This design comes from an exercise in tuning for small area, a short achievable clock period and few clock cycles on the open sky130 flow, not from production work.
No activity file was given, so power comes from the tool's default toggle rates.

==> inputs of run A <==
## JAM
module JAM (
    input CLK,
    input RST,
    output reg [2:0] W,
    output reg [2:0] J,
    input [6:0] Cost,
    output reg [3:0] MatchCount,
    output reg [9:0] MinCost,
    output reg Valid );
clock: 6.0 ns
lec_check: 0
cap_margin: 20
core_margin: 2
core_utilization: 65
setup_slack_margin: 2.5
slew_margin: 20
run.sh (not shown) runs the stock make flow with config.mk's settings and CLKGATE_MAP_FILE= SYNTH_SCRIPT=/design/flow/synth_recipe.tcl, a recipe that flattens the netlist after the stock synthesis.
==> run F: changes against run A <==
==> flow/design.v (replaced) <==
`timescale 1ns/10ps
module JAM (
    input CLK,
    input RST,
    output reg [2:0] W,
    output reg [2:0] J,
    input [6:0] Cost,
    output reg [3:0] MatchCount,
    output reg [9:0] MinCost,
    output reg Valid );
localparam S_SCAN = 2'd0;
localparam S_WAIT = 2'd1;
localparam S_SRCH = 2'd2;
localparam S_DONE = 2'd3;
reg [1:0] state;
reg [6:0] u  [0:7];
reg [6:0] v  [0:7];
reg [2:0] ra [0:7];          
reg       c8;                
reg       p1v;
reg [2:0] p1w;
reg [3:0] p1j;
reg [6:0] cm;                
reg [6:0] vlast;             
reg       bv;
reg [6:0] badd;
reg [9:0] base;
reg       donescan;
reg       x0go;
reg [9:0] P  [0:7];          
reg [2:0] js [0:6];          
reg [7:0] used;              
reg       cvld;              
reg       cdone;             
reg       ev;
reg [2:0] ed, ec;
reg [7:0] eu;
reg [9:0] ePU;               
reg [8:0] eR;                
reg [6:0] evj;               
reg [2:0] efc;               
function [7:0] gtm;          
    input [2:0] a;
    gtm = 8'hfe << a;
endfunction
function [7:0] ltm;          
    input [2:0] a;
    ltm = ~(8'hff << a);
endfunction
function [2:0] pe;           
    input [7:0] x;
    integer k;
    begin
        pe = 3'd0;
        for (k = 7; k >= 0; k = k - 1)
            if (x[k]) pe = k[2:0];
    end
endfunction
function [3:0] cnext;        
    input [7:0] mk;
    input [2:0] a;
    reg   [7:0] hi;
    begin
        hi = mk & gtm(a);
        cnext = {|mk, pe((|hi) ? hi : mk)};
    end
endfunction
function [7:0] between;
    input [2:0] a;
    input [2:0] s;
    between = (a < s) ? (gtm(a) & ltm(s)) : (gtm(a) | ltm(s));
endfunction
function [12:0] add12;
    input [11:0] a;
    input [11:0] b;
    input        cin;
    add12 = {1'b0, a} + {1'b0, b} + {12'd0, cin};
endfunction
function [23:0] csa;
    input [11:0] a;
    input [11:0] b;
    input [11:0] c;
    reg   [11:0] cy;
    begin
        cy = (a & b) | (a & c) | (b & c);
        csa = {a ^ b ^ c, cy[10:0], 1'b0};
    end
endfunction
function [9:0] sel10;
    input [79:0] x;
    input [2:0]  k;
    input [2:0]  o;
    integer n;
    begin
        sel10 = 10'd0;
        for (n = 0; n < 8; n = n + 1)
            sel10 = sel10 | ({10{k == n}} & x[((n + o) & 7) * 10 +: 10]);
    end
endfunction
wire [79:0] raf, uf, vf, Pf, jsf;
genvar gi;
generate
    for (gi = 0; gi < 8; gi = gi + 1) begin : g_flat
        assign raf[gi*10 +: 10] = {7'd0, ra[gi]};
        assign uf[gi*10 +: 10]  = {3'd0, u[gi]};
        assign vf[gi*10 +: 10]  = {3'd0, v[gi]};
        assign Pf[gi*10 +: 10]  = P[gi];
        assign jsf[gi*10 +: 10] = (gi == 7) ? 10'd0 : {7'd0, js[gi]};
    end
endgenerate
wire [2:0]  W1  = W + 3'd1;
wire [9:0]  pw  = sel10(Pf, W, 3'd0);
wire [6:0]  vj  = sel10(vf, J, 3'd0);
wire [6:0]  uw  = sel10(uf, W, 3'd0);
wire [2:0]  ra1 = sel10(raf, W, 3'd1);
wire [11:0] bst = {2'b00, MinCost};
wire [12:0] PUs = add12({2'b00, pw}, {5'h1f, ~uw}, 1'b1);
wire [9:0]  PU  = PUs[9:0];
wire [23:0] rq  = csa(bst, {2'b11, ~pw}, {5'd0, uw});
wire [12:0] Rs  = add12(rq[23:12], {rq[11:1], 1'b1}, 1'b0);
wire [11:0] R   = Rs[11:0];
wire [7:0]  uc  = used | (8'd1 << J);
wire [7:0]  fhi = ~uc & ~ltm(ra1);
wire [2:0]  fc  = pe((|fhi) ? fhi : ~uc);
wire [2:0] raw = sel10(raf, W, 3'd0);
wire       cfirst = cvld && J == raw && W != 3'd7;
wire       cfree  = cfirst;
wire [3:0] nA  = cnext(~used & between(J, raw), J);
wire       okA = nA[3];
wire [2:0] Wm  = W - 3'd1;
wire [2:0] jp  = sel10(jsf, W, 3'd7);
wire [2:0] ram = sel10(raf, W, 3'd7);
wire [7:0] uB  = used & ~(8'd1 << jp);
wire [3:0] nB  = cnext(~uB & between(jp, ram), jp);
wire       okB = nB[3];
wire [8:0] CV    = {2'b00, Cost} - {2'b00, evj};
wire [9:0] cmpd  = {eR[8], eR} - {CV[8], CV};    
wire       le    = !cmpd[9];
wire       lt    = !cmpd[9] && (cmpd[8:0] != 9'd0);
wire       acc   = ev && le;
wire       leaf  = (ed == 3'd7);
wire       redir = acc && !leaf;
wire [9:0] sum   = ePU + {CV[8], CV};         
wire [6:0] cmin  = (p1w == 3'd0 || Cost < cm) ? Cost : cm;
wire       r1v   = p1v && p1j != 4'd0;
wire [2:0] r1w   = p1w;
wire [2:0] r1j   = p1j[2:0] - 3'd1;
wire [6:0] rx    = P[7][6:0] - vlast;            
wire [6:0] ru    = u[r1w];
wire [7:0] rd    = {1'b0, rx} - {1'b0, ru};      
wire       rlt   = rd[7];
wire       rfirst = (r1j == 3'd0);
wire [6:0] nu    = (rfirst || rlt) ? rx : ru;
always @(posedge CLK or posedge RST) begin
    if (RST) begin
        state <= S_SCAN;
        c8 <= 1'b0;
        W <= 3'd0;
        J <= 3'd0;
        Valid <= 1'b0;
        p1v <= 1'b0;
        bv <= 1'b0;
        donescan <= 1'b0;
        x0go <= 1'b0;
        cvld <= 1'b0;
        cdone <= 1'b0;
    end else begin
        p1v <= (state == S_SCAN);
        bv <= r1v && r1j == 3'd7;
        donescan <= bv && r1w == 3'd0;       
        x0go <= donescan;
        case (state)
        S_SCAN: begin
            {c8, J, W} <= {c8, J, W} + 7'd1;
            if (c8 && W == 3'd7) state <= S_WAIT;
        end
        S_WAIT: begin
            if (x0go) begin
                state <= S_SRCH;
                W <= 3'd0;
                J <= ra[0];
                cvld <= 1'b1;
                cdone <= 1'b0;
            end
        end
        S_SRCH: begin
            if (redir) begin
                W <= ed + 3'd1;
                J <= efc;
                cvld <= 1'b1;
                cdone <= 1'b0;
            end else if (cfree) begin
                W <= W1;
                J <= fc;
                cvld <= 1'b1;
            end else if (cdone) begin
                state <= S_DONE;
                Valid <= 1'b1;
            end else if (okA) begin
                J <= nA[2:0];
                cvld <= 1'b1;
            end else if (W == 3'd0) begin
                cdone <= 1'b1;
                cvld <= 1'b0;
            end else if (okB) begin
                W <= Wm;
                J <= nB[2:0];
                cvld <= 1'b1;
            end else begin
                W <= Wm;
                J <= jp;
                cvld <= 1'b0;
            end
        end
        default: ;
        endcase
    end
end
integer i;
always @(posedge CLK) begin
    p1w <= W;
    p1j <= {c8, J};
    if (state == S_SCAN || state == S_WAIT) begin
        P[0] <= {3'd0, Cost};
        for (i = 1; i < 8; i = i + 1) P[i] <= P[i - 1];
    end
    if (p1v && p1j != 4'd8) begin
        cm <= cmin;
        if (p1w == 3'd7) begin
            v[p1j[2:0]] <= cmin;
            vlast <= cmin;
        end
    end
    if (r1v) begin
        u[r1w] <= nu;
        if (rfirst || rlt) ra[r1w] <= r1j;
    end
    badd <= nu;
    if (state == S_SCAN && p1v && p1w == 3'd0 && p1j == 4'd0)
        base <= 10'd0;
    else if (p1v && p1j != 4'd8 && p1w == 3'd7)
        base <= base + cmin;
    else if (bv)
        base <= base + badd;
    if (x0go)
        P[0] <= base;
    ev <= cvld && state == S_SRCH && !redir && !cfirst;
    ed <= W;
    ec <= J;
    eu <= used;
    ePU <= PU;
    eR <= (R[11] && R[10:8] != 3'b111) ? 9'h100 : (!R[11] && R[10:8] != 3'd0) ? 9'h0ff : R[8:0];
    evj <= vj;
    efc <= fc;
    if (state == S_SCAN || state == S_WAIT) begin
        MinCost <= 10'h3ff;
        used <= 8'd0;
    end
    if (state == S_SRCH) begin
        if (acc && leaf) begin
            if (lt) begin
                MinCost <= sum;
                MatchCount <= 4'd1;
            end else begin
                MatchCount <= MatchCount + 4'd1;
            end
        end
        if (redir) begin
            js[ed] <= ec;
            P[ed + 3'd1] <= sum;
            used <= eu | (8'd1 << ec);
        end else if (cfree) begin
            js[W] <= J;
            P[W1] <= pw;
            used <= uc;
        end else if (!cdone && !okA && W != 3'd0) begin
            used <= uB;
        end
    end
end
endmodule
SETUP_SLACK_MARGIN = 1.0   (was 2.5)
==> comparison table <==
Inverter count: run A 117; run F 122
Worst EP required: run A 6.41 ns; run F 6.28 ns
Psw: run A 2.081 mW; run F 1.290 mW
Critical Path Start Type: run A flop; run F primary input
Die H: run A 189.8 um; run F 179.9 um
Number of detailed-route iterations in the first pass: run A 12; run F 8
First element of the critical path: run A creg[0]; run F Cost[4]
Compound-cell area share of the yosys netlist: run A 19.27%; run F 17.40%
Clock buffer count from CTS: run A 43; run F 37
Critical R2R Capture: run A MinCost[1]; run F eR[3]
WL per Instance: run A 25.25 um; run F 25.48 um
Multiplexer share of the synthesized area: run A 4.666%; run F 9.211%
Lkg Pwr: run A 10.64 nW; run F 9.399 nW
Outcome: run A finished clean; run F finished clean
Growth of design area from synthesis to finish: run A 19.59%; run F 16.60%
Endpoint of the worst hold-timing path: run A evj[3]; run F x0go
FF/Latch Area: run A 0.01125 mm2; run F 0.009664 mm2
Clock Skew: run A 0.01727 ns; run F 0.02240 ns
Synthesized Nets: run A 2,295; run F 1,957
Buffer count excluding the clock tree in the final layout: run A 178; run F 162
No run of this note included a check of the RTL's function; only the layout flow was run.

==> afterwards: timing with drivers on the ports <==
How much do the figures lean on ideal ports? The routed layouts below were timed once more, with nothing changed but the port constraints. Step 1: set_driving_cell puts a clkbuf_16 on CLK and a buf_2 on each other input, an assumption about the parent block. Step 2 moves the port delays by t, midway between the first and last clock arrival at a register: inputs arrive t later, outputs are due t later. That takes back most of the time a late clock gives input paths. a / b / c = no drivers / after step 1 / after step 2; a / b = the first two.
| run | t, ns | setup WS [ns] | worst setup path after step 2 | worst data-port slew with drivers (ns) |
|---|---|---|---|---|
| run A | 0.615 | 2.013 / 2.013 / 2.013 | register to register | 0.05 |
| run F | 0.577 | 0.979 / 1.012 / 0.435 | input to register | 0.03 |
After both steps every run listed still meets setup and hold. The setup slack of run F, which loses most, moves by +0.033 ns with the drivers and by -0.544 ns with both steps.
